From an optimization exercise on the open Yosys and OpenROAD flow, aimed at small area; shortcuts taken in it are not production practice.
At most, simulation tests tie the RTL to the original design; equivalence was not proved.
No activity file was given, so power comes from the tool's default toggle rates.

## oak
Design diwall_top, start of the top module:
module diwall_top (
    input  logic        clk,
    input  logic        rst_n,
    input  logic [11:0] csr_addr,
    input  logic [31:0] csr_wdata,
    input  logic [63:0] hpm0,
    input  logic [63:0] hpm1,
    input  logic [63:0] hpm2,
    output logic [1:0]  alert,
    output logic        alert_jamming,
    output logic        detect_done,
    output logic        ewma_done,
    output logic        enable_detect,
    output logic [31:0] ewma_rssi
);
  logic armed;    
  logic en;       
  logic an;       
  logic dd;       
  logic init;     
  logic valid;    
  logic jam;      
  logic        v0, v1;      
  logic [30:2] rx;          
  logic        rs;          
  logic [30:0] q;           
  logic        qs;          
  logic        cy;          
  localparam int CUT = 17;
  wire csr_hit  = (csr_addr == 12'h320);
  wire arm_wr   = csr_hit & ~|csr_wdata;
  wire disarm_wr= csr_hit & &csr_wdata;
  wire busy     = en | an | (dd & init);    
  wire start    = armed & disarm_wr;
  wire ld_init  = start & ~init;
  wire ld_sum   = an & init;
  wire gt0 = (|hpm0[63:6]) | (&hpm0[5:3]);
  wire gt1 = (|hpm1[63:10]) | (hpm1[9] & (hpm1[8] | hpm1[7] |
             (hpm1[6] & (hpm1[5] | (hpm1[4] & (hpm1[3] | hpm1[2]))))));
  logic [30:0] op_r, op_a, op_b, s, c, h, g, sum;
  logic [31:0] k;
  always_comb begin
    op_r = {2'b00, rx[30:2]};
    op_a = {1'b0, q[30:1]};
    op_b = {2'b00, q[30:2]};
    s = op_r ^ op_a ^ op_b;
    c = {(op_r[29:0] & op_a[29:0]) | (op_r[29:0] & op_b[29:0]) | (op_a[29:0] & op_b[29:0]), 1'b0};
    h = s ^ c;
    g = s & c;
    k = '0;
    sum[0] = s[0];
    for (int i = 1; i < 31; i += 2) begin
      logic ci;
      ci = (i == CUT) ? cy : k[i];
      k[i+1] = g[i] | (h[i] & ci);
      sum[i] = h[i] ^ ci;
      if (i < 30) begin
        k[i+2]   = g[i+1] | (h[i+1] & g[i]) | (h[i+1] & h[i] & ci);
        sum[i+1] = h[i+1] ^ k[i+1];
      end
    end
  end
  wire all_hi = &{qs, q[30:8]};
  wire above  = all_hi & q[7] & q[6];
  wire ge_lcl = all_hi & q[7] & (q[6] | q[5] | (q[4] & (q[3] | (q[2] & q[1]))));
  wire jam_nx = above | ~ge_lcl;
  always_ff @(posedge clk, negedge rst_n) begin
    if (!rst_n) begin
      armed <= 1'b0;
      en    <= 1'b0;
  ...
clock: 5.0 ns
lec_check: 0
cap_margin: 20
core_margin: 2
core_utilization: 40
slew_margin: 20
standard.sh (not shown) runs the stock make flow with config.mk's settings and CLKGATE_MAP_FILE= SYNTH_SCRIPT=/design/flow/synth_recipe.tcl, a recipe that flattens the netlist after the stock synthesis.
==> flow/flow/run.sh <==
#!/bin/bash
# The standard layout, with the smallest buffer (buf_1) on every input and
# output port, and a clock tree of small buffers without dummy loads.
set -euo pipefail
bash standard.sh BUFFER_PORTS_ARGS="-buffer_cell sky130_fd_sc_hd__buf_1" \
  CTS_ARGS="-sink_clustering_enable -repair_clock_nets -dont_use_dummy_load -buf_list sky130_fd_sc_hd__clkbuf_4 -root_buf sky130_fd_sc_hd__clkbuf_8 -sink_clustering_size 20" \
  finish > orfs_make.log 2>&1
Modified inputs, pine compared to oak
# oak
export LEC_CHECK = 0
export CAP_MARGIN = 20
export CORE_MARGIN = 2
export CORE_UTILIZATION = 40
export SLEW_MARGIN = 20
create_clock -name core_clock -period 5.0 [get_ports {clk}]
# pine
export LEC_CHECK = 0
export ABC_AREA = 1
export CAP_MARGIN = 20
export CORE_MARGIN = 2
export CORE_UTILIZATION = 40
export CTS_BUF_LIST = sky130_fd_sc_hd__clkbuf_4
export SLEW_MARGIN = 20
create_clock -name core_clock -period 5.0 [get_ports {clk}]
==> flow/flow/run.sh <==
#!/bin/bash
# The standard layout, with the smallest buffer (buf_1) on every input and
# output port instead of the one buffer_ports picks by default.
set -euo pipefail
bash standard.sh BUFFER_PORTS_ARGS="-buffer_cell sky130_fd_sc_hd__buf_1" finish > orfs_make.log 2>&1
--- outcome ---
- The final layout from pine, which completed every stage, passed the timing, DRC and antenna checks at the end of the flow.
- No stage failed in oak, and the final checks on the layout all came back clean.
- Of pine and oak, the run reporting the higher setup slack of the critical path after layout was pine.
- pine ended with less total power draw than oak.
- Against oak as the reference, pine delivers a lower power per unit of standard cell area.
- Cmp pine and oak / final worst hold slack / lower: oak
- oak ended up with q[2] as its worst setup path startpoint; pine ended up with q[3].
- pine gives more highest clock frequency the design can meet than oak did.
- Diff oak -> pine | global-route usage | decrease of 0.59 points
- Per the comparison of pine with oak, sequential cell area share now sits lower, wire length now sits lower.
- pine ends up with higher clock tree buffer count of the final layout than oak does.
- The lower filler cell count in the final layout came out of oak.
### pine -> birch
# pine
export LEC_CHECK = 0
export ABC_AREA = 1
export CAP_MARGIN = 20
export CORE_MARGIN = 2
export CORE_UTILIZATION = 40
export CTS_BUF_LIST = sky130_fd_sc_hd__clkbuf_4
export SLEW_MARGIN = 20
create_clock -name core_clock -period 5.0 [get_ports {clk}]
# birch
export LEC_CHECK = 0
export CAP_MARGIN = 20
export CORE_MARGIN = 2
export CORE_UTILIZATION = 40
export SLEW_MARGIN = 20
create_clock -name core_clock -period 5.0 [get_ports {clk}]
==> flow/flow/run.sh <==
#!/bin/bash
# The standard layout, with the smallest buffer (buf_1) on every input and
# output port, and a clock tree of small buffers without dummy loads.
set -euo pipefail
bash standard.sh RECOVER_POWER=100 BUFFER_PORTS_ARGS="-buffer_cell sky130_fd_sc_hd__buf_1" \
  CTS_ARGS="-sink_clustering_enable -repair_clock_nets -dont_use_dummy_load -buf_list sky130_fd_sc_hd__clkbuf_4" \
  finish > orfs_make.log 2>&1
==> comparison <==
- Summary of birch over pine: smallest setup slack after layout decreased 410 ps, depth of the most critical reg-to-reg path dropped 6, final cell count went down by about 8%, die height went down by about 0.6%, site row count about even.
- Summary of birch over pine: number of cells on the worst hold path now sits at about the same level, final design area excluding fillers now sits lower, met3 routing resource usage after global routing now sits lower, peak supply drop now sits lower, power now sits lower.
- Routed wire length on birch is up relative to pine.
- Layout checks on birch: not met. Flow itself completed; violations: capacitance limit, slew limit.
Input-level comparison between maple and birch:
==> flow/flow/run.sh <==
#!/bin/bash
# The standard layout, with the smallest buffer (buf_1) on every input and
# output port, and a clock tree of small buffers without dummy loads.
set -euo pipefail
bash standard.sh BUFFER_PORTS_ARGS="-buffer_cell sky130_fd_sc_hd__buf_1" \
  CTS_ARGS="-sink_clustering_enable -repair_clock_nets -dont_use_dummy_load -buf_list sky130_fd_sc_hd__clkbuf_4" \
  finish > orfs_make.log 2>&1
Notes after the runs:
The sole clean run among maple and birch is maple.
birch: all stages done; final checks FAILED (capacitance limit, slew limit).
The final global-route overflow total was comparable across maple and birch.
Lower share of total power in the clock network goes to maple over birch.
The via count of birch and that of maple are within noise of each other.
Re switching power share of the total: birch was higher than maple.
Post-detailed-route wirelength per cell of maple is on par with birch.
q[15] as the destination of the critical timing path was reported by maple, and q[16] by birch.
Summary — setup slack, maple relative to birch: higher, by 93 ps.
Between maple and birch, the worst IR drop on VDD figures differ only marginally.

* * *

04-21:
Another version of the RTL of diwall_top (not shown whole).
For scale: roughly 370 cells after synthesis, ~72 flip-flops, about 4800 um^2 of cells after synthesis.
clock: 5.0 ns
lec_check: 0
cap_margin: 20
core_margin: 2
core_utilization: 40
slew_margin: 20
==> flow/flow/run.sh <==
#!/bin/bash
# The standard layout, with the smallest buffer (buf_1) on every input and
# output port, and a clock tree of small buffers without dummy loads.
set -euo pipefail
bash standard.sh BUFFER_PORTS_ARGS="-buffer_cell sky130_fd_sc_hd__buf_1" \
  CTS_ARGS="-sink_clustering_enable -repair_clock_nets -dont_use_dummy_load -buf_list sky130_fd_sc_hd__clkbuf_4 -root_buf sky130_fd_sc_hd__clkbuf_8 -tree_buf sky130_fd_sc_hd__clkbuf_4" \
  finish > orfs_make.log 2>&1
Layout checks on 04-21: not met. Flow itself completed; violations: setup timing.
[inputs] 08-15 vs 04-21
==> flow/flow/run.sh <==
#!/bin/bash
# The standard layout, with the smallest buffer (buf_1) on every input and
# output port, and a clock tree of small buffers without dummy loads.
set -euo pipefail
bash standard.sh BUFFER_PORTS_ARGS="-buffer_cell sky130_fd_sc_hd__buf_1" \
  CTS_ARGS="-sink_clustering_enable -repair_clock_nets -dont_use_dummy_load -buf_list {sky130_fd_sc_hd__clkbuf_4 sky130_fd_sc_hd__clkbuf_8}" \
  finish > orfs_make.log 2>&1
==> run notes <==
As far as final instance area goes, 04-21 and 08-15 are indistinguishable; the numbers are identical. Reported for 08-15 and 04-21, minimum clock period turned out identical to the last digit. Total via count in the routed design came out exactly the same in 08-15 and 04-21. As far as total routed wirelength goes, 08-15 and 04-21 are indistinguishable; the numbers are identical. As for a clean layout from 08-15 and 04-21, there is none. Final checks on 08-15, whose flow otherwise completed, came back failing, citing setup timing.
No run of this note included a check of the RTL's function; only the layout flow was run.

* * *

Setup of build 50:
RTL: one of the versions met above, not the one the previous note started from.
Size in the first run: ~410 cells after synthesis, roughly 72 flip-flops, roughly 280 I/O pins, roughly 5000 um2 of cells after synthesis.
==> flow/config.mk <==
export PLATFORM = sky130hd
export DESIGN_NAME = diwall_top
export DESIGN_NICKNAME = diwall_top
export VERILOG_FILES = /design/flow/design.v
export SDC_FILE = /design/flow/constraint.sdc
export NUM_CORES = 4
export LEC_CHECK = 0
export CAP_MARGIN = 20
export CORE_MARGIN = 2
export CORE_UTILIZATION = 40
export SLEW_MARGIN = 20
==> flow/constraint.sdc <==
create_clock -name core_clock -period 5.0 [get_ports {clk}]
set_input_delay 1.0000 -clock core_clock [delete_from_list [all_inputs] [get_ports {clk}]]
set_output_delay 1.0000 -clock core_clock [all_outputs]
set_load 0.01 [all_outputs]
==> flow/flow/run.sh <==
#!/bin/bash
# The standard layout, with the smallest buffer (buf_1) on every input and
# output port, and a clock tree of small buffers without dummy loads.
set -euo pipefail
bash standard.sh RECOVER_POWER=30 BUFFER_PORTS_ARGS="-buffer_cell sky130_fd_sc_hd__buf_1" \
  CTS_ARGS="-sink_clustering_enable -repair_clock_nets -dont_use_dummy_load -buf_list sky130_fd_sc_hd__clkbuf_4" \
  finish > orfs_make.log 2>&1
Build 50 finished every stage and its layout cleared the timing, DRC and antenna checks.
Modified inputs, build 23 compared to build 50
- a change of CORE_UTILIZATION from 40 to 65
diff --git a/flow/flow/run.sh b/flow/flow/run.sh
--- a/flow/flow/run.sh
+++ b/flow/flow/run.sh
@@ -4,3 +4,3 @@
 set -euo pipefail
-bash standard.sh RECOVER_POWER=30 BUFFER_PORTS_ARGS="-buffer_cell sky130_fd_sc_hd__buf_1" \
+bash standard.sh BUFFER_PORTS_ARGS="-buffer_cell sky130_fd_sc_hd__buf_1" \
   CTS_ARGS="-sink_clustering_enable -repair_clock_nets -dont_use_dummy_load -buf_list sky130_fd_sc_hd__clkbuf_4" \
Notes after the runs:
Build 23 vs build 50: met2 layer usage reported by global route up. Build 23: post-route cell area is 89 um2 lower than what build 50 reported. Changes observed in build 23 relative to build 50: portion of total power attributed to sequential cells climbed 0.7 points; number of buffers inserted to repair setup after CTS barely changed.
### build 23 -> build 11
- CORE_UTILIZATION now 40, was 65
==> flow/run.sh (new file) <==
#!/bin/bash
# synth_recipe.tcl (not shown) runs the flow's synth.tcl, then flattens the netlist and writes it again
# the make line also repeats each setting of config.mk as NAME=value (left out here)
make -C /OpenROAD-flow-scripts/flow DESIGN_CONFIG=/design/flow/config.mk WORK_HOME=/design/flow/orfs CLKGATE_MAP_FILE= SYNTH_SCRIPT=/design/flow/synth_recipe.tcl finish
removed: flow/flow/run.sh
removed: flow/standard.sh
Findings:
q[3] as the first element of the critical path was reported by build 23, and q[2] by build 11.
Combinational share of power delta for build 11 relative to build 23: 4.1 points higher
Side by side, global routing met1 resource utilization turned out lower in build 11 than in build 23.
Build 11 against build 23: achievable clock frequency moved up; number of global-route vias before repair went up by about 12%; sequential power comparable; minimum clock period after layout dropped 0.047 ns; area of all placed cells without fillers shows an increase of 30%.
Relative to build 23, area growth from synthesis to layout has gone up in build 11.
## Diff of input files: build 45 against build 11
==> flow/flow/run.sh (new file) <==
#!/bin/bash
# The standard layout, with the smallest buffer (buf_1) on every input and
# output port, and a clock tree of small buffers without dummy loads.
set -euo pipefail
bash standard.sh BUFFER_PORTS_ARGS="-buffer_cell sky130_fd_sc_hd__buf_1" \
  CTS_ARGS="-sink_clustering_enable -repair_clock_nets -dont_use_dummy_load -buf_list sky130_fd_sc_hd__clkbuf_8 -sink_clustering_size 40 -sink_clustering_max_diameter 300" \
  finish > orfs_make.log 2>&1
==> flow/standard.sh (new file) <==
#!/bin/bash
# synth_recipe.tcl (not shown) runs the flow's synth.tcl, then flattens the netlist and writes it again
# the make line also repeats each setting of config.mk as NAME=value (left out here)
make -C /OpenROAD-flow-scripts/flow DESIGN_CONFIG=/design/flow/config.mk WORK_HOME=/design/flow/orfs CLKGATE_MAP_FILE= SYNTH_SCRIPT=/design/flow/synth_recipe.tcl "${@:-finish}"
removed: flow/run.sh
--- outcome ---
The final layouts of build 45 and build 11 pass the timing, DRC and antenna checks.
Signed area change from the synthesized netlist to the final layout, build 45 and build 11: higher on build 11
In build 45 the number of iterations in the first detailed-routing pass turned out 1 lower than in build 11.
Looking only at final design instance area without fill, and setting everything else aside, the higher value of build 45 and build 11 goes to build 11.
| share of power burned in registers | build 45 vs build 11 | 15 points higher |
Diff build 11..build 45 | post-synthesis mux area share | unchanged
Build 11 has higher met3 demand-to-capacity share in global routing than build 45.
Compared with build 11, build 45 shows a higher arrival time of the worst setup path.

[separate check: timing with driven ports]
The results above use ideal ports. As a check the final layouts listed here were re-extracted and re-timed, cells and wires unchanged.
Step 1, drivers: a clkbuf_16 drives clk and a buf_2 each remaining input, both assumed.
Step 2 times the ports against the registers' clock, not the clock port: input delays grow and output delays shrink by t, the midpoint of the rising clock arrivals with the driver on.
Three values: ideal ports, drivers, drivers and shift; two values: the first two.
run | t, ns | setup WS [ns] | clock arrival spread, ns | slew at the worst register clock pin (ns) | cell pins on the clock port's net
oak | 0.386 | 1.158 / 1.158 / 1.158 | 0.016 / 0.016 | 0.08 / 0.08 | 1
pine | 0.453 | 1.468 / 1.468 / 1.468 | 0.008 / 0.009 | 0.11 / 0.11 | 1
birch | 0.452 | 1.060 / 1.060 / 0.910 | 0.028 / 0.028 | 0.12 / 0.12 | 1
maple | 0.449 | 1.153 / 1.153 / 1.153 | 0.024 / 0.024 | 0.11 / 0.11 | 1
04-21 | 0.361 | -0.043 / -0.043 / -0.043 | 0.031 / 0.031 | 0.09 / 0.09 | 1
08-15 | 0.361 | -0.043 / -0.043 / -0.043 | 0.031 / 0.031 | 0.09 / 0.09 | 1
build 50 | 0.449 | 1.153 / 1.153 / 1.153 | 0.024 / 0.024 | 0.11 / 0.11 | 1
build 23 | 0.424 | 1.139 / 1.139 / 1.139 | 0.031 / 0.032 | 0.12 / 0.12 | 1
build 11 | 0.363 | 1.186 / 1.186 / 1.186 | 0.007 / 0.008 | 0.06 / 0.06 | 1
build 45 | 0.386 | 1.158 / 1.158 / 1.158 | 0.016 / 0.016 | 0.08 / 0.08 | 1
The setup slack of birch, which loses most, moves by 0.000 ns with the drivers and by -0.150 ns with both steps.
